This is an optimization exercise on Yosys and OpenROAD, whose aim is small area and a short achievable clock period, not a production implementation. Function was checked by simulation only, so behaviour that the tests miss may differ from the original. Power figures rest on the tool's default switching activity, not on a simulated workload.

<file path="flow/config.mk">
export PLATFORM = sky130hd
export DESIGN_NAME = LEGLiteComputer
export DESIGN_NICKNAME = LEGLiteComputer
export VERILOG_FILES = /design/flow/design.v
export SDC_FILE = /design/flow/constraint.sdc
export NUM_CORES = 4
export LEC_CHECK = 0
export CAP_MARGIN = 20
export CORE_MARGIN = 2
export CORE_UTILIZATION = 55
export CTS_BUF_LIST = sky130_fd_sc_hd__clkbuf_4 sky130_fd_sc_hd__clkbuf_8
export CTS_CLUSTER_DIAMETER = 45
export CTS_CLUSTER_SIZE = 20
export PLACE_DENSITY = 0.7
export SETUP_SLACK_MARGIN = 5
export SLEW_MARGIN = 20
export SYNTH_HIERARCHICAL = 1
</file>
<file path="flow/constraint.sdc">
create_clock -name core_clock -period 12.5 [get_ports {clock}]
set_input_delay 2.5000 -clock core_clock [delete_from_list [all_inputs] [get_ports {clock}]]
set_output_delay 2.5000 -clock core_clock [all_outputs]
set_load 0.01 [all_outputs]
</file>
<file path="flow/design.v">
module LEGLiteComputer(
	output logic [15:0] iaddr,       
	output logic [15:0] alu_out,     
	output logic [6:0]  io_display,  
	input  logic        clock,
	input  logic [15:0] idata,       
	input  logic        io_sw0,      
	input  logic        io_sw1,
	input  logic        reset
	);
wire [3:0]  op  = idata[15:12];
wire [2:0]  rm  = idata[11:9];
wire [2:0]  rn  = idata[5:3];
wire [2:0]  rd  = idata[2:0];
wire [15:0] imm = {{10{idata[11]}}, idata[11:6]};
wire is_ld   = (op == 4'd5);
wire is_st   = (op == 4'd6);
wire is_cbz  = (op == 4'd7);
wire is_addi = (op == 4'd8);
wire is_andi = (op == 4'd9);
wire use_imm = is_ld | is_st | is_addi | is_andi;
wire regwr   = (op == 4'd0) | is_ld | is_addi | is_andi;
logic [15:0] regs [0:6];
wire use_rm = ~use_imm & ~is_cbz;
wire [6:0] asel, bsel;
for (genvar i = 0; i < 7; i++) begin : g_rsel
	assign asel[i] = (rn == 3'(i));
	assign bsel[i] = (rm == 3'(i)) & use_rm;
end
wire [15:0] ra, opb;
for (genvar i = 0; i < 16; i++) begin : g_rd_ab
	wire ya0, ya1, ya2, yb0, yb1, yb2;
	c_aoi222 ua0(.a0(regs[0][i]), .b0(asel[0]), .a1(regs[1][i]), .b1(asel[1]), .a2(regs[2][i]), .b2(asel[2]), .y(ya0));
	c_aoi222 ua1(.a0(regs[3][i]), .b0(asel[3]), .a1(regs[4][i]), .b1(asel[4]), .a2(regs[5][i]), .b2(asel[5]), .y(ya1));
	c_nand2  ua2(.a(regs[6][i]), .b(asel[6]), .y(ya2));
	c_nand3  ua3(.a(ya0), .b(ya1), .c(ya2), .y(ra[i]));
	c_aoi222 ub0(.a0(regs[0][i]), .b0(bsel[0]), .a1(regs[1][i]), .b1(bsel[1]), .a2(regs[2][i]), .b2(bsel[2]), .y(yb0));
	c_aoi222 ub1(.a0(regs[3][i]), .b0(bsel[3]), .a1(regs[4][i]), .b1(bsel[4]), .a2(regs[5][i]), .b2(bsel[5]), .y(yb1));
	c_aoi22  ub2(.a0(regs[6][i]), .b0(bsel[6]), .a1(imm[i]), .b1(use_imm), .y(yb2));
	c_nand3  ub3(.a(yb0), .b(yb1), .c(yb2), .y(opb[i]));
end
wire nandi = ~is_andi;
wire [15:0] half;
wire ng0_0, nt0_0;
c_nand3 kg0_0(.a(ra[0]), .b(opb[0]), .c(nandi), .y(ng0_0));
c_nor2  kt0_0(.a(ra[0]), .b(opb[0]), .y(nt0_0));
wire na0; c_nand2 kn_0(.a(ra[0]), .b(opb[0]), .y(na0));
c_half  kh_0(.ng(na0), .nt(nt0_0), .k(is_andi), .y(half[0]));
wire ng0_1, nt0_1;
c_nand3 kg0_1(.a(ra[1]), .b(opb[1]), .c(nandi), .y(ng0_1));
c_nor2  kt0_1(.a(ra[1]), .b(opb[1]), .y(nt0_1));
wire na1; c_nand2 kn_1(.a(ra[1]), .b(opb[1]), .y(na1));
c_half  kh_1(.ng(na1), .nt(nt0_1), .k(is_andi), .y(half[1]));
wire ng0_2, nt0_2;
c_nand3 kg0_2(.a(ra[2]), .b(opb[2]), .c(nandi), .y(ng0_2));
c_nor2  kt0_2(.a(ra[2]), .b(opb[2]), .y(nt0_2));
wire na2; c_nand2 kn_2(.a(ra[2]), .b(opb[2]), .y(na2));
c_half  kh_2(.ng(na2), .nt(nt0_2), .k(is_andi), .y(half[2]));
wire ng0_3, nt0_3;
c_nand3 kg0_3(.a(ra[3]), .b(opb[3]), .c(nandi), .y(ng0_3));
c_nor2  kt0_3(.a(ra[3]), .b(opb[3]), .y(nt0_3));
wire na3; c_nand2 kn_3(.a(ra[3]), .b(opb[3]), .y(na3));
c_half  kh_3(.ng(na3), .nt(nt0_3), .k(is_andi), .y(half[3]));
wire ng0_4, nt0_4;
c_nand3 kg0_4(.a(ra[4]), .b(opb[4]), .c(nandi), .y(ng0_4));
c_nor2  kt0_4(.a(ra[4]), .b(opb[4]), .y(nt0_4));
wire na4; c_nand2 kn_4(.a(ra[4]), .b(opb[4]), .y(na4));
c_half  kh_4(.ng(na4), .nt(nt0_4), .k(is_andi), .y(half[4]));
wire ng0_5, nt0_5;
c_nand3 kg0_5(.a(ra[5]), .b(opb[5]), .c(nandi), .y(ng0_5));
c_nor2  kt0_5(.a(ra[5]), .b(opb[5]), .y(nt0_5));
wire na5; c_nand2 kn_5(.a(ra[5]), .b(opb[5]), .y(na5));
c_half  kh_5(.ng(na5), .nt(nt0_5), .k(is_andi), .y(half[5]));
wire ng0_6, nt0_6;
c_nand3 kg0_6(.a(ra[6]), .b(opb[6]), .c(nandi), .y(ng0_6));
c_nor2  kt0_6(.a(ra[6]), .b(opb[6]), .y(nt0_6));
wire na6; c_nand2 kn_6(.a(ra[6]), .b(opb[6]), .y(na6));
c_half  kh_6(.ng(na6), .nt(nt0_6), .k(is_andi), .y(half[6]));
wire ng0_7, nt0_7;
c_nand3 kg0_7(.a(ra[7]), .b(opb[7]), .c(nandi), .y(ng0_7));
c_nor2  kt0_7(.a(ra[7]), .b(opb[7]), .y(nt0_7));
wire na7; c_nand2 kn_7(.a(ra[7]), .b(opb[7]), .y(na7));
c_half  kh_7(.ng(na7), .nt(nt0_7), .k(is_andi), .y(half[7]));
wire ng0_8, nt0_8;
c_nand3 kg0_8(.a(ra[8]), .b(opb[8]), .c(nandi), .y(ng0_8));
c_nor2  kt0_8(.a(ra[8]), .b(opb[8]), .y(nt0_8));
wire na8; c_nand2 kn_8(.a(ra[8]), .b(opb[8]), .y(na8));
c_half  kh_8(.ng(na8), .nt(nt0_8), .k(is_andi), .y(half[8]));
wire ng0_9, nt0_9;
c_nand3 kg0_9(.a(ra[9]), .b(opb[9]), .c(nandi), .y(ng0_9));
c_nor2  kt0_9(.a(ra[9]), .b(opb[9]), .y(nt0_9));
wire na9; c_nand2 kn_9(.a(ra[9]), .b(opb[9]), .y(na9));
c_half  kh_9(.ng(na9), .nt(nt0_9), .k(is_andi), .y(half[9]));
wire ng0_10, nt0_10;
c_nand3 kg0_10(.a(ra[10]), .b(opb[10]), .c(nandi), .y(ng0_10));
c_nor2  kt0_10(.a(ra[10]), .b(opb[10]), .y(nt0_10));
wire na10; c_nand2 kn_10(.a(ra[10]), .b(opb[10]), .y(na10));
c_half  kh_10(.ng(na10), .nt(nt0_10), .k(is_andi), .y(half[10]));
wire ng0_11, nt0_11;
c_nand3 kg0_11(.a(ra[11]), .b(opb[11]), .c(nandi), .y(ng0_11));
c_nor2  kt0_11(.a(ra[11]), .b(opb[11]), .y(nt0_11));
wire na11; c_nand2 kn_11(.a(ra[11]), .b(opb[11]), .y(na11));
c_half  kh_11(.ng(na11), .nt(nt0_11), .k(is_andi), .y(half[11]));
wire ng0_12, nt0_12;
c_nand3 kg0_12(.a(ra[12]), .b(opb[12]), .c(nandi), .y(ng0_12));
c_nor2  kt0_12(.a(ra[12]), .b(opb[12]), .y(nt0_12));
wire na12; c_nand2 kn_12(.a(ra[12]), .b(opb[12]), .y(na12));
c_half  kh_12(.ng(na12), .nt(nt0_12), .k(is_andi), .y(half[12]));
wire ng0_13, nt0_13;
c_nand3 kg0_13(.a(ra[13]), .b(opb[13]), .c(nandi), .y(ng0_13));
c_nor2  kt0_13(.a(ra[13]), .b(opb[13]), .y(nt0_13));
wire na13; c_nand2 kn_13(.a(ra[13]), .b(opb[13]), .y(na13));
c_half  kh_13(.ng(na13), .nt(nt0_13), .k(is_andi), .y(half[13]));
wire ng0_14, nt0_14;
c_nand3 kg0_14(.a(ra[14]), .b(opb[14]), .c(nandi), .y(ng0_14));
c_nor2  kt0_14(.a(ra[14]), .b(opb[14]), .y(nt0_14));
wire na14; c_nand2 kn_14(.a(ra[14]), .b(opb[14]), .y(na14));
c_half  kh_14(.ng(na14), .nt(nt0_14), .k(is_andi), .y(half[14]));
wire ng0_15, nt0_15;
c_nand3 kg0_15(.a(ra[15]), .b(opb[15]), .c(nandi), .y(ng0_15));
c_nor2  kt0_15(.a(ra[15]), .b(opb[15]), .y(nt0_15));
wire na15; c_nand2 kn_15(.a(ra[15]), .b(opb[15]), .y(na15));
c_half  kh_15(.ng(na15), .nt(nt0_15), .k(is_andi), .y(half[15]));
wire g1_15; c_oai21 ug1_15(.a1(nt0_15), .a2(ng0_14), .b(ng0_15), .y(g1_15));
wire t1_15; c_nor2 ut1_15(.a(nt0_15), .b(nt0_14), .y(t1_15));
wire g1_14; c_oai21 ug1_14(.a1(nt0_14), .a2(ng0_13), .b(ng0_14), .y(g1_14));
wire t1_14; c_nor2 ut1_14(.a(nt0_14), .b(nt0_13), .y(t1_14));
wire g1_13; c_oai21 ug1_13(.a1(nt0_13), .a2(ng0_12), .b(ng0_13), .y(g1_13));
wire t1_13; c_nor2 ut1_13(.a(nt0_13), .b(nt0_12), .y(t1_13));
wire g1_12; c_oai21 ug1_12(.a1(nt0_12), .a2(ng0_11), .b(ng0_12), .y(g1_12));
wire t1_12; c_nor2 ut1_12(.a(nt0_12), .b(nt0_11), .y(t1_12));
wire g1_11; c_oai21 ug1_11(.a1(nt0_11), .a2(ng0_10), .b(ng0_11), .y(g1_11));
wire t1_11; c_nor2 ut1_11(.a(nt0_11), .b(nt0_10), .y(t1_11));
wire g1_10; c_oai21 ug1_10(.a1(nt0_10), .a2(ng0_9), .b(ng0_10), .y(g1_10));
wire t1_10; c_nor2 ut1_10(.a(nt0_10), .b(nt0_9), .y(t1_10));
wire g1_9; c_oai21 ug1_9(.a1(nt0_9), .a2(ng0_8), .b(ng0_9), .y(g1_9));
wire t1_9; c_nor2 ut1_9(.a(nt0_9), .b(nt0_8), .y(t1_9));
wire g1_8; c_oai21 ug1_8(.a1(nt0_8), .a2(ng0_7), .b(ng0_8), .y(g1_8));
wire t1_8; c_nor2 ut1_8(.a(nt0_8), .b(nt0_7), .y(t1_8));
wire g1_7; c_oai21 ug1_7(.a1(nt0_7), .a2(ng0_6), .b(ng0_7), .y(g1_7));
wire t1_7; c_nor2 ut1_7(.a(nt0_7), .b(nt0_6), .y(t1_7));
wire g1_6; c_oai21 ug1_6(.a1(nt0_6), .a2(ng0_5), .b(ng0_6), .y(g1_6));
wire t1_6; c_nor2 ut1_6(.a(nt0_6), .b(nt0_5), .y(t1_6));
wire g1_5; c_oai21 ug1_5(.a1(nt0_5), .a2(ng0_4), .b(ng0_5), .y(g1_5));
wire t1_5; c_nor2 ut1_5(.a(nt0_5), .b(nt0_4), .y(t1_5));
wire g1_4; c_oai21 ug1_4(.a1(nt0_4), .a2(ng0_3), .b(ng0_4), .y(g1_4));
wire t1_4; c_nor2 ut1_4(.a(nt0_4), .b(nt0_3), .y(t1_4));
wire g1_3; c_oai21 ug1_3(.a1(nt0_3), .a2(ng0_2), .b(ng0_3), .y(g1_3));
wire t1_3; c_nor2 ut1_3(.a(nt0_3), .b(nt0_2), .y(t1_3));
wire g1_2; c_oai21 ug1_2(.a1(nt0_2), .a2(ng0_1), .b(ng0_2), .y(g1_2));
wire t1_2; c_nor2 ut1_2(.a(nt0_2), .b(nt0_1), .y(t1_2));
wire g1_1; c_oai21 ug1_1(.a1(nt0_1), .a2(ng0_0), .b(ng0_1), .y(g1_1));
wire g2_15; c_aoi21 ug2_15(.a1(t1_15), .a2(g1_13), .b(g1_15), .y(g2_15));
wire t2_15; c_nand2 ut2_15(.a(t1_15), .b(t1_13), .y(t2_15));
wire g2_14; c_aoi21 ug2_14(.a1(t1_14), .a2(g1_12), .b(g1_14), .y(g2_14));
wire t2_14; c_nand2 ut2_14(.a(t1_14), .b(t1_12), .y(t2_14));
wire g2_13; c_aoi21 ug2_13(.a1(t1_13), .a2(g1_11), .b(g1_13), .y(g2_13));
wire t2_13; c_nand2 ut2_13(.a(t1_13), .b(t1_11), .y(t2_13));
wire g2_12; c_aoi21 ug2_12(.a1(t1_12), .a2(g1_10), .b(g1_12), .y(g2_12));
wire t2_12; c_nand2 ut2_12(.a(t1_12), .b(t1_10), .y(t2_12));
wire g2_11; c_aoi21 ug2_11(.a1(t1_11), .a2(g1_9), .b(g1_11), .y(g2_11));
wire t2_11; c_nand2 ut2_11(.a(t1_11), .b(t1_9), .y(t2_11));
wire g2_10; c_aoi21 ug2_10(.a1(t1_10), .a2(g1_8), .b(g1_10), .y(g2_10));
wire t2_10; c_nand2 ut2_10(.a(t1_10), .b(t1_8), .y(t2_10));
wire g2_9; c_aoi21 ug2_9(.a1(t1_9), .a2(g1_7), .b(g1_9), .y(g2_9));
wire t2_9; c_nand2 ut2_9(.a(t1_9), .b(t1_7), .y(t2_9));
wire g2_8; c_aoi21 ug2_8(.a1(t1_8), .a2(g1_6), .b(g1_8), .y(g2_8));
wire t2_8; c_nand2 ut2_8(.a(t1_8), .b(t1_6), .y(t2_8));
wire g2_7; c_aoi21 ug2_7(.a1(t1_7), .a2(g1_5), .b(g1_7), .y(g2_7));
wire t2_7; c_nand2 ut2_7(.a(t1_7), .b(t1_5), .y(t2_7));
wire g2_6; c_aoi21 ug2_6(.a1(t1_6), .a2(g1_4), .b(g1_6), .y(g2_6));
wire t2_6; c_nand2 ut2_6(.a(t1_6), .b(t1_4), .y(t2_6));
wire g2_5; c_aoi21 ug2_5(.a1(t1_5), .a2(g1_3), .b(g1_5), .y(g2_5));
wire t2_5; c_nand2 ut2_5(.a(t1_5), .b(t1_3), .y(t2_5));
wire g2_4; c_aoi21 ug2_4(.a1(t1_4), .a2(g1_2), .b(g1_4), .y(g2_4));
wire t2_4; c_nand2 ut2_4(.a(t1_4), .b(t1_2), .y(t2_4));
wire g2_3; c_aoi21 ug2_3(.a1(t1_3), .a2(g1_1), .b(g1_3), .y(g2_3));
wire ki0; c_inv u_ki0(.a(ng0_0), .y(ki0));
wire g2_2; c_aoi21 ug2_2(.a1(t1_2), .a2(ki0), .b(g1_2), .y(g2_2));
wire g3_15; c_oai21 ug3_15(.a1(t2_15), .a2(g2_11), .b(g2_15), .y(g3_15));
wire t3_15; c_nor2 ut3_15(.a(t2_15), .b(t2_11), .y(t3_15));
wire g3_14; c_oai21 ug3_14(.a1(t2_14), .a2(g2_10), .b(g2_14), .y(g3_14));
wire t3_14; c_nor2 ut3_14(.a(t2_14), .b(t2_10), .y(t3_14));
wire g3_13; c_oai21 ug3_13(.a1(t2_13), .a2(g2_9), .b(g2_13), .y(g3_13));
wire t3_13; c_nor2 ut3_13(.a(t2_13), .b(t2_9), .y(t3_13));
wire g3_12; c_oai21 ug3_12(.a1(t2_12), .a2(g2_8), .b(g2_12), .y(g3_12));
wire t3_12; c_nor2 ut3_12(.a(t2_12), .b(t2_8), .y(t3_12));
wire g3_11; c_oai21 ug3_11(.a1(t2_11), .a2(g2_7), .b(g2_11), .y(g3_11));
wire t3_11; c_nor2 ut3_11(.a(t2_11), .b(t2_7), .y(t3_11));
wire g3_10; c_oai21 ug3_10(.a1(t2_10), .a2(g2_6), .b(g2_10), .y(g3_10));
wire t3_10; c_nor2 ut3_10(.a(t2_10), .b(t2_6), .y(t3_10));
wire g3_9; c_oai21 ug3_9(.a1(t2_9), .a2(g2_5), .b(g2_9), .y(g3_9));
wire t3_9; c_nor2 ut3_9(.a(t2_9), .b(t2_5), .y(t3_9));
wire g3_8; c_oai21 ug3_8(.a1(t2_8), .a2(g2_4), .b(g2_8), .y(g3_8));
wire t3_8; c_nor2 ut3_8(.a(t2_8), .b(t2_4), .y(t3_8));
wire g3_7; c_oai21 ug3_7(.a1(t2_7), .a2(g2_3), .b(g2_7), .y(g3_7));
wire g3_6; c_oai21 ug3_6(.a1(t2_6), .a2(g2_2), .b(g2_6), .y(g3_6));
wire ki1; c_inv u_ki1(.a(g1_1), .y(ki1));
wire g3_5; c_oai21 ug3_5(.a1(t2_5), .a2(ki1), .b(g2_5), .y(g3_5));
wire g3_4; c_oai21 ug3_4(.a1(t2_4), .a2(ng0_0), .b(g2_4), .y(g3_4));
wire g4_15; c_aoi21 ug4_15(.a1(t3_15), .a2(g3_7), .b(g3_15), .y(g4_15));
wire g4_14; c_aoi21 ug4_14(.a1(t3_14), .a2(g3_6), .b(g3_14), .y(g4_14));
wire g4_13; c_aoi21 ug4_13(.a1(t3_13), .a2(g3_5), .b(g3_13), .y(g4_13));
wire g4_12; c_aoi21 ug4_12(.a1(t3_12), .a2(g3_4), .b(g3_12), .y(g4_12));
wire ki2; c_inv u_ki2(.a(g2_3), .y(ki2));
wire g4_11; c_aoi21 ug4_11(.a1(t3_11), .a2(ki2), .b(g3_11), .y(g4_11));
wire ki3; c_inv u_ki3(.a(g2_2), .y(ki3));
wire g4_10; c_aoi21 ug4_10(.a1(t3_10), .a2(ki3), .b(g3_10), .y(g4_10));
wire g4_9; c_aoi21 ug4_9(.a1(t3_9), .a2(g1_1), .b(g3_9), .y(g4_9));
wire ki4; c_inv u_ki4(.a(ng0_0), .y(ki4));
wire g4_8; c_aoi21 ug4_8(.a1(t3_8), .a2(ki4), .b(g3_8), .y(g4_8));
wire [15:0] alu;
assign alu[0] = half[0];
c_xnor2 us_1(.a(half[1]), .b(ng0_0), .y(alu[1]));
c_xor2  us_2(.a(half[2]), .b(g1_1), .y(alu[2]));
c_xnor2 us_3(.a(half[3]), .b(g2_2), .y(alu[3]));
c_xnor2 us_4(.a(half[4]), .b(g2_3), .y(alu[4]));
c_xor2  us_5(.a(half[5]), .b(g3_4), .y(alu[5]));
c_xor2  us_6(.a(half[6]), .b(g3_5), .y(alu[6]));
c_xor2  us_7(.a(half[7]), .b(g3_6), .y(alu[7]));
c_xor2  us_8(.a(half[8]), .b(g3_7), .y(alu[8]));
c_xnor2 us_9(.a(half[9]), .b(g4_8), .y(alu[9]));
c_xnor2 us_10(.a(half[10]), .b(g4_9), .y(alu[10]));
c_xnor2 us_11(.a(half[11]), .b(g4_10), .y(alu[11]));
c_xnor2 us_12(.a(half[12]), .b(g4_11), .y(alu[12]));
c_xnor2 us_13(.a(half[13]), .b(g4_12), .y(alu[13]));
c_xnor2 us_14(.a(half[14]), .b(g4_13), .y(alu[14]));
c_xnor2 us_15(.a(half[15]), .b(g4_14), .y(alu[15]));
wire [6:0] tsel;
wire [15:0] rt;
genvar gi, gb, gk;
for (gi = 0; gi < 7; gi++) begin : g_tsel
	assign tsel[gi] = (rd == 3'(gi));
end
for (gb = 0; gb < 16; gb++) begin : g_rt
	wire y0, y1, y2;
	c_aoi222 u0(.a0(regs[0][gb]), .b0(tsel[0]), .a1(regs[1][gb]), .b1(tsel[1]),
	            .a2(regs[2][gb]), .b2(tsel[2]), .y(y0));
	c_aoi222 u1(.a0(regs[3][gb]), .b0(tsel[3]), .a1(regs[4][gb]), .b1(tsel[4]),
	            .a2(regs[5][gb]), .b2(tsel[5]), .y(y1));
	c_nand2  u2(.a(regs[6][gb]), .b(tsel[6]), .y(y2));
	c_nand3  u3(.a(y0), .b(y1), .c(y2), .y(rt[gb]));
end
wire [15:0] sum_i = ra + imm;    
assign alu_out = alu;
logic [15:1] pc;
wire         take = is_cbz & (ra == 16'd0);
wire [15:1]  pc_inc = pc + 15'd1;
wire [15:1]  pc_br  = pc + imm[14:0];
always_ff @(posedge clock)
	if (reset) pc <= 15'd0;
	else       pc <= take ? pc_br : pc_inc;
assign iaddr = {pc, 1'b0};
wire in_range = (sum_i[15:8] == 8'd0);
wire is_sw    = (sum_i == 16'hfff0);
wire is_disp  = (sum_i == 16'hfffa);
wire [7:0]  lo;
wire [15:0] hi, whi;
for (gi = 0; gi < 8; gi++) begin : g_lo
	assign lo[gi] = (sum_i[3:1] == 3'(gi));
end
for (gi = 0; gi < 16; gi++) begin : g_hi
	assign hi[gi]  = (sum_i[7:4] == 4'(gi));
	assign whi[gi] = is_st & in_range & hi[gi];
end
wire [127:0] sel, wen;
for (gi = 0; gi < 128; gi++) begin : g_sel
	assign sel[gi] = lo[gi % 8] & hi[gi / 8];
	assign wen[gi] = lo[gi % 8] & whi[gi / 8];
end
logic [15:0] mem [0:127];
for (gi = 0; gi < 128; gi++) begin : g_mem
	always_ff @(posedge clock)
		if (wen[gi]) mem[gi] <= rt;
end
logic [6:0] disp;
always_ff @(posedge clock)
	if (is_st & is_disp) disp <= rt[6:0];
assign io_display = disp;
wire [15:0] mrd;
for (gb = 0; gb < 16; gb++) begin : g_rd
	wire [43:0] y;
	wire [10:0] z;
	wire [5:0]  u;
	wire [1:0]  v;
	for (gk = 0; gk < 42; gk++) begin : g_l1
		c_aoi222 a(.a0(mem[3*gk][gb]),   .b0(sel[3*gk]),
		           .a1(mem[3*gk+1][gb]), .b1(sel[3*gk+1]),
		           .a2(mem[3*gk+2][gb]), .b2(sel[3*gk+2]), .y(y[gk]));
	end
	c_nand2 n126(.a(mem[126][gb]), .b(sel[126]), .y(y[42]));
	c_nand2 n127(.a(mem[127][gb]), .b(sel[127]), .y(y[43]));
	for (gk = 0; gk < 11; gk++) begin : g_l2
		c_nand4 n(.a(y[4*gk]), .b(y[4*gk+1]), .c(y[4*gk+2]), .d(y[4*gk+3]), .y(z[gk]));
	end
	for (gk = 0; gk < 5; gk++) begin : g_l3
		c_nor2 n(.a(z[2*gk]), .b(z[2*gk+1]), .y(u[gk]));
	end
	c_inv i10(.a(z[10]), .y(u[5]));
	c_nand3 m0(.a(u[0]), .b(u[1]), .c(u[2]), .y(v[0]));
	c_nand3 m1(.a(u[3]), .b(u[4]), .c(u[5]), .y(v[1]));
	assign mrd[gb] = v[0] | v[1];
end
wire [15:0] ld_data = in_range ? mrd : (is_sw ? {14'd0, io_sw1, io_sw0} : 16'd0);
wire [15:0] wdata = is_ld ? ld_data : alu;
for (gi = 0; gi < 7; gi++) begin : g_regs
	always_ff @(posedge clock)
		if (regwr && rd == 3'(gi)) regs[gi] <= wdata;
end
endmodule
module c_aoi222(input a0, input b0, input a1, input b1, input a2, input b2, output y);
	assign y = ~((a0 & b0) | (a1 & b1) | (a2 & b2));
endmodule
module c_nand2(input a, input b, output y);
	assign y = ~(a & b);
endmodule
module c_nand3(input a, input b, input c, output y);
	assign y = ~(a & b & c);
endmodule
module c_nand4(input a, input b, input c, input d, output y);
	assign y = ~(a & b & c & d);
endmodule
module c_nor2(input a, input b, output y);
	assign y = ~(a | b);
endmodule
module c_inv(input a, output y);
	assign y = ~a;
endmodule
module c_xor2(input a, input b, output y);
	assign y = a ^ b;
endmodule
module c_aoi22(input a0, input b0, input a1, input b1, output y);
	assign y = ~((a0 & b0) | (a1 & b1));
endmodule
module c_aoi21(input a1, input a2, input b, output y);
	assign y = ~((a1 & a2) | b);
endmodule
module c_oai21(input a1, input a2, input b, output y);
	assign y = ~((a1 | a2) & b);
endmodule
module c_xnor2(input a, input b, output y);
	assign y = ~(a ^ b);
endmodule
module c_half(input ng, input nt, input k, output y);
	assign y = ng ? ~(nt | k) : k;
endmodule
</file>
<file path="flow/run.sh">
#!/bin/bash
# synth_recipe.tcl (not shown) runs the flow's synth.tcl, then flattens the netlist and writes it again
# the make line also repeats each setting of config.mk as NAME=value (left out here)
make -C /OpenROAD-flow-scripts/flow DESIGN_CONFIG=/design/flow/config.mk WORK_HOME=/design/flow/orfs CLKGATE_MAP_FILE= SYNTH_SCRIPT=/design/flow/synth_recipe.tcl finish
</file>
==> qor.yml, run 1 <==
fmax_mhz: 128
grt_pass1_vias: 45500
clock_sinks: 2182
area_growth_pct: 14.2
setup_violations: 0
post-route-util: 0.630
cp.arrival_ps: 5290
final_cell_mix: "2167 x edfxtp_1, 768 x a222oi_1, 299 x buf_4"
finalClockSkew_ps: 62.9
drive_above_1_share: 0.211
p_per_area_nw_per_um2: 157
period_share: 0.624
via_per_inst: 7.17
grt_overflow: 0
initial_core_util: 0.552
worst_path_most_repeated_cell: "a21oi_4"
p_leak_nw: 28.7
coreArea_sq_um: 145000
startpoint_type: "primary input"
clock-root-buffer: "clkbuf_8"
setup_tns_ps: 0
syn_avg_cell_area_sq_um: 18.8
ys_warn_count: 11
cp_cell_sequence: "buf_8 -> nor2_4 -> nand2_4 -> nand3b_1 -> buf_4 -> nor3_4 -> a222oi_1 -> nand3_1 -> nand3_4 -> inv_2 -> a21oi_4 -> inv_1 -> a21oi_4 -> xnor2_4 -> buf_6"
io_buffers: 57
min_from: "pc[15]$_SDFF_PP0_"
path_class: "primary input to output port"
synth_nets: 4308
synthesis.area_sq_um: 80100
grt_pass1_wl_um: 314000
die_y_um: 386
synth_cell_type_count: 62
hold_viol_final: 0
critPathSlowestCell: "a222oi_1"
grt_usage: 0.293
r2r-start: "regs[0][1]$_DFFE_PP_"
die_area_sq_um: 149000
avgRoutedWirePerCell_um: 32.6
drt_iter0_drc: 11400
yosysSeqAreaShare: 0.816
antenna_found_initial: 2
hp-class: "flip-flop to flip-flop"
htreeDepth: 4
required_ps: 10000
ir_worst_vdd_mv: 0.134
crit_path_end_kind: "output port"
cts_buffers: 172
crit_path_max_incr_delay_ps: 690
synth_edf_count: 2167
synth-main-ff-cell: "edfxtp_1"
synth_seq_cells: 2182
die_x_um: 386
relSlewSlack: 0.234
grt_max_degree: 81
postRouteAntennaNets: 0
ctsHoldBuffers: 0
async_flop_share: 0
yosys.area.top_type_share: 0.812
clk_path_buf_depth: 3
drv_cap: 0
min_period_ps: 7790
drt_pass1_iterations: 23
synth_area_leaders: "edfxtp_1 81%, a222oi_1 9.6%, nor2_1 2.0%"
drc_errors: 0
yosysTopAreaCell: "edfxtp_1"
rsz0062_at_grt: "yes"
worst_slew_pin_slew_ps: 1150
crit_path_start: "idata[14]"
syn_inst: 4257
dp_hpwl_um: 135000
io_pins: 59
crit_fanout: 5
routed_wl_um: 223000
rows: 140
status: "finished clean"
clock_latency_ps: 990
cts.clk_slew.worst_paths_ps: 90
via_count: 48900
finalWeightedCongestion: 0.951
nets: 4817
slew_viol_final: 0
cts_tree: "built"
final_common_cell: "edfxtp_1"
-- cell type report --
cell class | count | area, sq um
flip-flops and latches | 2182 | 65400
fillers | 9734 | 53700
multi-input cells | 1987 | 16400
repair buffers | 389 | 3290
clock buffers | 183 | 2470
well taps | 1917 | 2400
clock inverters | 126 | 1400
inverters | 33 | 130
repair inverters | 1 | 7.51
diodes | 2 | 5.00
-- sequential cells by signal (all words and copies together) (netlist names) --
name,count
mem,2048
regs,112
pc,15
disp,7
-- worst max-delay path, delay by kind of cell --
family                 cells  cell delay (ps)
XOR/XNOR                   1              210
AO/OA/AOI/OAI              3             1090
AND/OR/NAND/NOR            6              900
buffers and inverters      5              580
-- Yosys cell counts, drive strengths merged, types with 11 or more instances --
master and count:
o21ai 36, ha 29, clkbuf 40, edfxtp 2167, dfxtp 15, nor3 15, o31ai 16, inv 33
or4 11, a21oi 38, a22oi 17, nor2 452, xor2 18, xnor2 25, nor2b 14, mux2 16
nand4 180, buf 15, nand2 139, a222oi 768, nand3 112, a21o 11, nand2b 11
-- metrics by stage --
| stage | hold WS (ps) | instances | cell area (sq um) | power [mW] | setup slack [ps] |
|---|---|---|---|---|---|
| finish | 659 | 6820 | 91500 | 14.4 | 4710 |
| global route | 697 | 6819 | 91500 | 14.7 | 4640 |
| CTS | 676 | 6778 | 90400 | 14.2 | 4800 |
| detailed placement | 654 | 6422 | 85000 | 9.92 | 2230 |
| global placement | 624 | 6419 | 85000 | 9.89 | 2540 |
| floorplan | 629 | 4257 | 80200 | 9.12 | 4970 |
-- path summary, 6_finish.rpt --
check | end | slack (ps) | cells past startpoint
worst max register to register | regs[1][1]$_DFFE_PP_ | 6480 | 19
worst max-delay path | alu_out[11] | 4710 | 15
worst min register to register | pc[15]$_SDFF_PP0_ | 660 | 3
worst min-delay path | pc[15]$_SDFF_PP0_ | 660 | 3
-- Yosys stat by module (local to each module, per instance), excerpt --
module           flip-flops and latches  cells
LEGLiteComputer                    2182   2882
c_half                                0      2
c_aoi22                               0      1
c_aoi222                              0      1
c_xnor2                               0      1
c_nand4                               0      1
-- per-layer routing --
metal  GRT usage  vias to the layer above  wire length, um
met2       0.432                     3864            99600
li1            -                    20000                -
met3      0.0711                      535            31900
met4       0.104                        2             8950
met5           0                        -               11
met1       0.431                    24500            82000
-- power breakdown --
group	switching [mW]	leakage, nW	internal (mW)	total, mW
sequential	0.00905	19.7	8.20	8.21
clock	2.52	1.94	1.71	4.23
combinational	1.43	7.07	0.494	1.93
-- logic make-up (layout without fill, tap and decap cells) --
family / Yosys count / after routing / synth area share
other cells: 1 / 3 / 0.0000468
simple gates: 975 / 975 / 0.0569
buf+inv: 88 / 732 / 0.00481
mux: 18 / 18 / 0.00250
flops: 2182 / 2182 / 0.816
fa+ha+maj: 31 / 31 / 0.00503
compound gates: 919 / 919 / 0.110
xor+xnor: 43 / 43 / 0.00470
-- what timing repair did --
action                      CTS  global route
cloned                        3             0
pin swaps                    59            95
resized for setup           346           205
buffers inserted             44            39
setup endpoints to repair  1914          1200
==> run 2, diff against run 1 <==
--- a/flow/design.v
+++ b/flow/design.v
@@ -22,10 +22,34 @@
 wire regwr   = (op == 4'd0) | is_ld | is_addi | is_andi;
 logic [15:0] regs [0:6];
-wire use_rm = ~use_imm & ~is_cbz;
-wire [6:0] asel, bsel;
-for (genvar i = 0; i < 7; i++) begin : g_rsel
-	assign asel[i] = (rn == 3'(i));
-	assign bsel[i] = (rm == 3'(i)) & use_rm;
+wire [2:0] nrn, nrm;
+for (genvar b = 0; b < 3; b++) begin : g_ninv
+	c_inv uin(.a(rn[b]), .y(nrn[b]));
+	c_inv uim(.a(rm[b]), .y(nrm[b]));
 end
+wire nuse_rm, use_imm_s;
+c_op_nrm  uop0(.op(op), .y(nuse_rm));      
+c_op_imm  uop1(.op(op), .y(use_imm_s));    
+wire [6:0] asel, bsel, nbdec;
+c_nor3  uas0(.a(rn[0]), .b(rn[1]), .c(rn[2]), .y(asel[0]));
+c_nand3 ubd0(.a(nrm[0]), .b(nrm[1]), .c(nrm[2]), .y(nbdec[0]));
+c_nor2  ubs0(.a(nbdec[0]), .b(nuse_rm), .y(bsel[0]));
+c_nor3  uas1(.a(nrn[0]), .b(rn[1]), .c(rn[2]), .y(asel[1]));
+c_nand3 ubd1(.a(rm[0]), .b(nrm[1]), .c(nrm[2]), .y(nbdec[1]));
+c_nor2  ubs1(.a(nbdec[1]), .b(nuse_rm), .y(bsel[1]));
+c_nor3  uas2(.a(rn[0]), .b(nrn[1]), .c(rn[2]), .y(asel[2]));
+c_nand3 ubd2(.a(nrm[0]), .b(rm[1]), .c(nrm[2]), .y(nbdec[2]));
+c_nor2  ubs2(.a(nbdec[2]), .b(nuse_rm), .y(bsel[2]));
+c_nor3  uas3(.a(nrn[0]), .b(nrn[1]), .c(rn[2]), .y(asel[3]));
+c_nand3 ubd3(.a(rm[0]), .b(rm[1]), .c(nrm[2]), .y(nbdec[3]));
+c_nor2  ubs3(.a(nbdec[3]), .b(nuse_rm), .y(bsel[3]));
+c_nor3  uas4(.a(rn[0]), .b(rn[1]), .c(nrn[2]), .y(asel[4]));
+c_nand3 ubd4(.a(nrm[0]), .b(nrm[1]), .c(rm[2]), .y(nbdec[4]));
+c_nor2  ubs4(.a(nbdec[4]), .b(nuse_rm), .y(bsel[4]));
+c_nor3  uas5(.a(nrn[0]), .b(rn[1]), .c(nrn[2]), .y(asel[5]));
+c_nand3 ubd5(.a(rm[0]), .b(nrm[1]), .c(rm[2]), .y(nbdec[5]));
+c_nor2  ubs5(.a(nbdec[5]), .b(nuse_rm), .y(bsel[5]));
+c_nor3  uas6(.a(rn[0]), .b(nrn[1]), .c(nrn[2]), .y(asel[6]));
+c_nand3 ubd6(.a(nrm[0]), .b(rm[1]), .c(rm[2]), .y(nbdec[6]));
+c_nor2  ubs6(.a(nbdec[6]), .b(nuse_rm), .y(bsel[6]));
 wire [15:0] ra, opb;
 for (genvar i = 0; i < 16; i++) begin : g_rd_ab
@@ -37,5 +61,5 @@
 	c_aoi222 ub0(.a0(regs[0][i]), .b0(bsel[0]), .a1(regs[1][i]), .b1(bsel[1]), .a2(regs[2][i]), .b2(bsel[2]), .y(yb0));
 	c_aoi222 ub1(.a0(regs[3][i]), .b0(bsel[3]), .a1(regs[4][i]), .b1(bsel[4]), .a2(regs[5][i]), .b2(bsel[5]), .y(yb1));
-	c_aoi22  ub2(.a0(regs[6][i]), .b0(bsel[6]), .a1(imm[i]), .b1(use_imm), .y(yb2));
+	c_aoi22  ub2(.a0(regs[6][i]), .b0(bsel[6]), .a1(imm[i]), .b1(use_imm_s), .y(yb2));
 	c_nand3  ub3(.a(yb0), .b(yb1), .c(yb2), .y(opb[i]));
 end
@@ -264,13 +288,20 @@
 	assign whi[gi] = is_st & in_range & hi[gi];
 end
-wire [127:0] sel, wen;
+wire [7:0]  nlo = ~lo;
+wire [15:0] nhi = ~hi, nwhi = ~whi;
+wire [127:0] sel, wen, nwen;
 for (gi = 0; gi < 128; gi++) begin : g_sel
-	assign sel[gi] = lo[gi % 8] & hi[gi / 8];
-	assign wen[gi] = lo[gi % 8] & whi[gi / 8];
+	c_nor2  us(.a(nlo[gi % 8]), .b(nhi[gi / 8]),  .y(sel[gi]));
+	c_nor2  uw(.a(nlo[gi % 8]), .b(nwhi[gi / 8]), .y(wen[gi]));
+	c_nand2 un(.a(lo[gi % 8]),  .b(whi[gi / 8]),  .y(nwen[gi]));
 end
 logic [15:0] mem [0:127];
 for (gi = 0; gi < 128; gi++) begin : g_mem
+	wire [15:0] d;
+	for (gb = 0; gb < 16; gb++) begin : g_b
+		c_ao22 u(.a0(wen[gi]), .b0(rt[gb]), .a1(nwen[gi]), .b1(mem[gi][gb]), .y(d[gb]));
+	end
 	always_ff @(posedge clock)
-		if (wen[gi]) mem[gi] <= rt;
+		mem[gi] <= d;
 end
 logic [6:0] disp;
@@ -345,2 +376,14 @@
 	assign y = ng ? ~(nt | k) : k;
 endmodule
+module c_ao22(input a0, input b0, input a1, input b1, output y);
+	assign y = (a0 & b0) | (a1 & b1);
+endmodule
+module c_nor3(input a, input b, input c, output y);
+	assign y = ~(a | b | c);
+endmodule
+module c_op_nrm(input [3:0] op, output y);
+	assign y = (~op[3] & op[2] & (op[1] | op[0])) | (op[3] & ~op[2] & ~op[1]);
+endmodule
+module c_op_imm(input [3:0] op, output y);
+	assign y = (~op[3] & op[2] & (op[1] ^ op[0])) | (op[3] & ~op[2] & ~op[1]);
+endmodule
--- a/flow/config.mk
+++ b/flow/config.mk
@@ -11,5 +11,5 @@
 export CTS_BUF_LIST = sky130_fd_sc_hd__clkbuf_4 sky130_fd_sc_hd__clkbuf_8
 export CTS_CLUSTER_DIAMETER = 45
-export CTS_CLUSTER_SIZE = 20
+export CTS_CLUSTER_SIZE = 16
 export PLACE_DENSITY = 0.7
 export SETUP_SLACK_MARGIN = 5
==> qor.yml, run 2 <==
grt_pass1_wl_um: 426000  # +36%
io_pins: 59  # unchanged
slew_viol_final: 0  # unchanged
relSlewSlack: 0.212  # -0.0223
grt_max_degree: 130  # +60%
min_period_ps: 7830  # +40.0 ps
grt_pass1_vias: 63600  # +40%
clock_sinks: 2182  # unchanged
synth_area_leaders: "dfxtp_1 53%, a22o_1 23%, a222oi_1 9.8%"
cts_tree: "built"
holdWs_ps: 477  # -183 ps
clk_path_buf_depth: 3  # unchanged
stdcell_count: 9030  # +32%
rows: 138  # -1.4%
power.switching_mw: 3.73  # -5.6%
synth_seq_cells: 2182  # unchanged
synthXorXnorAreaFrac: 0.00538  # +0.000680
drv_cap: 0  # unchanged
combPwrFrac: 0.115  # -0.019
crit_fanout: 16  # +11
synth_compound_area_frac: 0.343  # +0.232
status: "finished clean"
startpoint_type: "primary input"
cp.arrival_ps: 5330  # +40 ps
synth_top_family_by_area: "compound AO/OA/AOI/OAI gates"
r2r-start: "regs[0][0]$_DFFE_PP_"
yosysMostFrequentCell: "dfxtp_1"
postRouteAntennaNets: 0  # unchanged
p_leak_nw: 33.0  # +15%
synth_fa_ha_area_frac: 0.00516  # +0.000128
intPower_mw: 9.48  # -8.9%
yosysTopAreaCell: "dfxtp_1"
drt_pass1_iterations: 15  # -35%
nets: 7042  # +46%
crit_path_end_kind: "output port"
hp-class: "flip-flop to flip-flop"
routed_wl_um: 292000  # +31%
pwr-share-clk: 0.350  # +0.056
worst_slew_pin_slew_ps: 1180  # +34.7 ps
syn_inst: 6446  # +51%
via_per_inst: 7.63  # +6.3%
synthMuxAreaShare: 0.00256  # +0.0000636
final_common_cell: "dfxtp_1"
async_flop_share: 0  # unchanged
synthSimpleGateAreaFrac: 0.0667  # +0.00974
rsz0062_at_grt: "yes"
dp_hpwl_um: 179000  # +33%
max_flop_register: "mem"
yosys-top-cells-count: "2063 x dfxtp_1, 2048 x a22o_1, 768 x a222oi_1"
ff2ff_setup_slack_ps: 6430  # -50 ps
via_count: 68900  # +41%
p_seq_frac: 0.535  # -0.037
final_cell_mix: "2063 x dfxtp_1, 2048 x a22o_1, 768 x a222oi_1"
ir_worst_vdd_mv: 0.133  # -0.58%
hold_viol_final: 0  # unchanged
avgRoutedWirePerCell_um: 32.3  # -0.94%
period_share: 0.627  # +0.00320
antenna_found_initial: 4  # +2
path_class: "primary input to output port"
holdPathEnd: "mem[30][4]$_DFF_P_"
drc_errors: 0  # unchanged
synth-main-ff-cell: "dfxtp_1"
synthesis.area_sq_um: 78100  # -2.5%
largest_register_ffs: 2048  # unchanged
syn_avg_cell_area_sq_um: 12.1  # -36%
fmax_mhz: 128  # -0.51%
coreArea_sq_um: 141000  # -2.7%
grt_usage: 0.380  # +0.0871
synth_edf_count: 119  # -95%
synth_nets: 6497  # +51%
holdPathStages: 1  # -2
initial_core_util: 0.553  # +0.00145
io_buffers: 57  # unchanged
area_growth_pct: 15.8
reg2reg_depth: 20  # +1
grt_overflow: 0  # unchanged
switching_share: 0.283  # +0.00712
finalPower_mw: 13.2  # -8.0%
drive_above_1_share: 0.162  # -0.0487
ys_warn_count: 11  # unchanged
die_x_um: 381  # -1.2%
cts.clk_slew.worst_paths_ps: 80  # about the same
p_per_area_nw_per_um2: 146  # -7.0%
required_ps: 10000  # about the same
finalClockSkew_ps: 53.4  # -9.52 ps
clock_latency_ps: 990  # about the same
r2r-end: "regs[3][1]$_DFFE_PP_"
finalWeightedCongestion: 1.00  # +5.2%
fin_ws_ps: 4670  # -40.0 ps
min_from: "mem[30][4]$_DFF_P_"
clock-root-buffer: "clkbuf_8"
setup_violations: 0  # unchanged
cts_buffers: 189  # +9.9%
htreeDepth: 4  # unchanged
yosysSeqAreaShare: 0.574  # -0.242
die_area_sq_um: 145000  # -2.5%
setup_tns_ps: 0  # unchanged
top_regs: "mem (2048), regs (112), pc (15)"
drt_iter0_drc: 14700  # +29%
dp.cells: 8547  # +33%
synth_cell_type_count: 67  # +8.1%
yosys.area.top_type_share: 0.528  # -0.284
place_ws_ps: 2190  # -44.2 ps
die_y_um: 381  # -1.2%
run 2: cells by family after synthesis:
kind of cell	after synthesis
buffers and inverters	67
AOI/OAI and AO/OA	2968
muxes	18
other	1
DFF	2182
adders and majority gates	31
and+or+nand+nor	1134
xor gates and xnor gates	45
run 2: metal layers:
layer / vias to the layer above / GRT usage / routed length (um)
li1: 28900 / - / -
met1: 33800 / 0.538 / 114000
met2: 5237 / 0.541 / 122000
met3: 915 / 0.0908 / 38700
met4: 6 / 0.190 / 16400
met5: - / 0 / 65
run 2: cell type report:
| cell class | count | area (sq um) |
|---|---|---|
| inverter | 53 | 206 |
| fill | 11000 | 50700 |
| antenna | 4 | 10.0 |
| timing repair inverter | 1 | 7.51 |
| timing repair buffer | 359 | 3140 |
| sequential | 2182 | 44900 |
| tap | 1890 | 2360 |
| clock buffer | 226 | 3020 |
| clock inverter | 110 | 1280 |
| multi-input combinational | 4205 | 35600 |
run 2: per-module statistics from Yosys, one instance, submodules excluded, excerpt:
module / copies in the design / cell area, sq um / flip-flops and latches
c_ao22: 2048 / 8.76 / 0
c_nand4: 176 / 6.26 / 0
c_xnor2: 10 / 8.76 / 0
c_oai21: 25 / 5.00 / 0
c_aoi21: 20 / 8.76 / 0
c_inv: 27 / 3.75 / 0
LEGLiteComputer: 1 / 47600 / 2182
c_nand2: 219 / 3.75 / 0
c_nand3: 102 / 5.00 / 0
c_nor2: 379 / 3.75 / 0
c_op_nrm: 1 / 22.5 / 0
run 2: how the worst max path moves through the flow:
stage                   start              endpoint  slack, ps  cells past startpoint
floorplan           idata[13]           alu_out[14]       5160                     11
global placement     idata[3]  regs[0][4]$_DFFE_PP_       2190                     20
detailed placement   idata[3]  regs[1][4]$_DFFE_PP_       2190                     20
CTS                 idata[13]           alu_out[13]       4870                     16
global route        idata[13]           alu_out[13]       4630                     15
finish               idata[4]           alu_out[13]       4670                     13
run 2: repair_timing:
item / CTS / global route
hold buffers: 0 / 0
endpoints found under the hold margin: 0 / 0
pin swaps: 92 / 97
setup endpoints to repair: 2007 / 1204
buffers inserted: 76 / 51
gates cloned: 11 / 0
resized for setup: 386 / 215
run 2: power by group through the flow:
stage	Sequential (mW)	Clock, mW	Combinational [mW]
3_3_place_gp	7.23	0	1.14
5_1_grt	7.07	4.92	1.53
3_5_place_dp	7.23	0	1.16
4_1_cts	7.07	4.64	1.32
6_report	7.07	4.63	1.52
2_1_floorplan	7.23	0	0.547
run 2: metrics by stage:
| step | cell area, sq um | util |
|---|---|---|
| after detailed placement | 82800 | 0.586 |
| after global routing | 90500 | 0.641 |
| after floorplan | 78200 | - |
| final | 90500 | 0.641 |
| after global placement | 82500 | 0.584 |
| after CTS | 88900 | 0.629 |
run 2: worst max-delay path: stages:
cell and delay (ps):
clkdlybuf4s15_2 250, inv_2 120, nor3_2 50, buf_4 200
a222oi_1 540, nand3_2 340, nor2_2 360, nor2_1 140
a21oi_2 220, o21ai_1 110, a21oi_2 190, xnor2_2 140
buf_2 150

-- static timing again, ports no longer ideal --
How much do the figures lean on ideal ports? The routed layouts below were timed once more, with nothing changed but the port constraints.
Step 1 sets driving cells, clkbuf_16 on the clock port and buf_2 on the other inputs (assumed; they add their load-dependent delay and slew).
Step 2 times the ports against the registers' clock, not the clock port: input delays grow and output delays shrink by t, the midpoint of the rising clock arrivals with the driver on.
Three values: ideal ports, drivers, drivers and shift; two values: the first two.
run	shift t [ns]	slack for setup (ns)	hold WS [ns]	worst register clock-pin slew, ns	cell pins on the clock port's net
run 1	1.028	4.706 / 4.658 / 3.771	0.659 / 0.659 / 0.659	0.12 / 0.12	1
run 2	1.034	4.666 / 4.632 / 3.765	0.477 / 0.477 / 0.477	0.11 / 0.11	1
After both steps setup and hold are still met in every run listed. For run 1, which loses most, drivers alone change the setup slack by -0.048 ns; drivers and shift together by -0.935 ns.
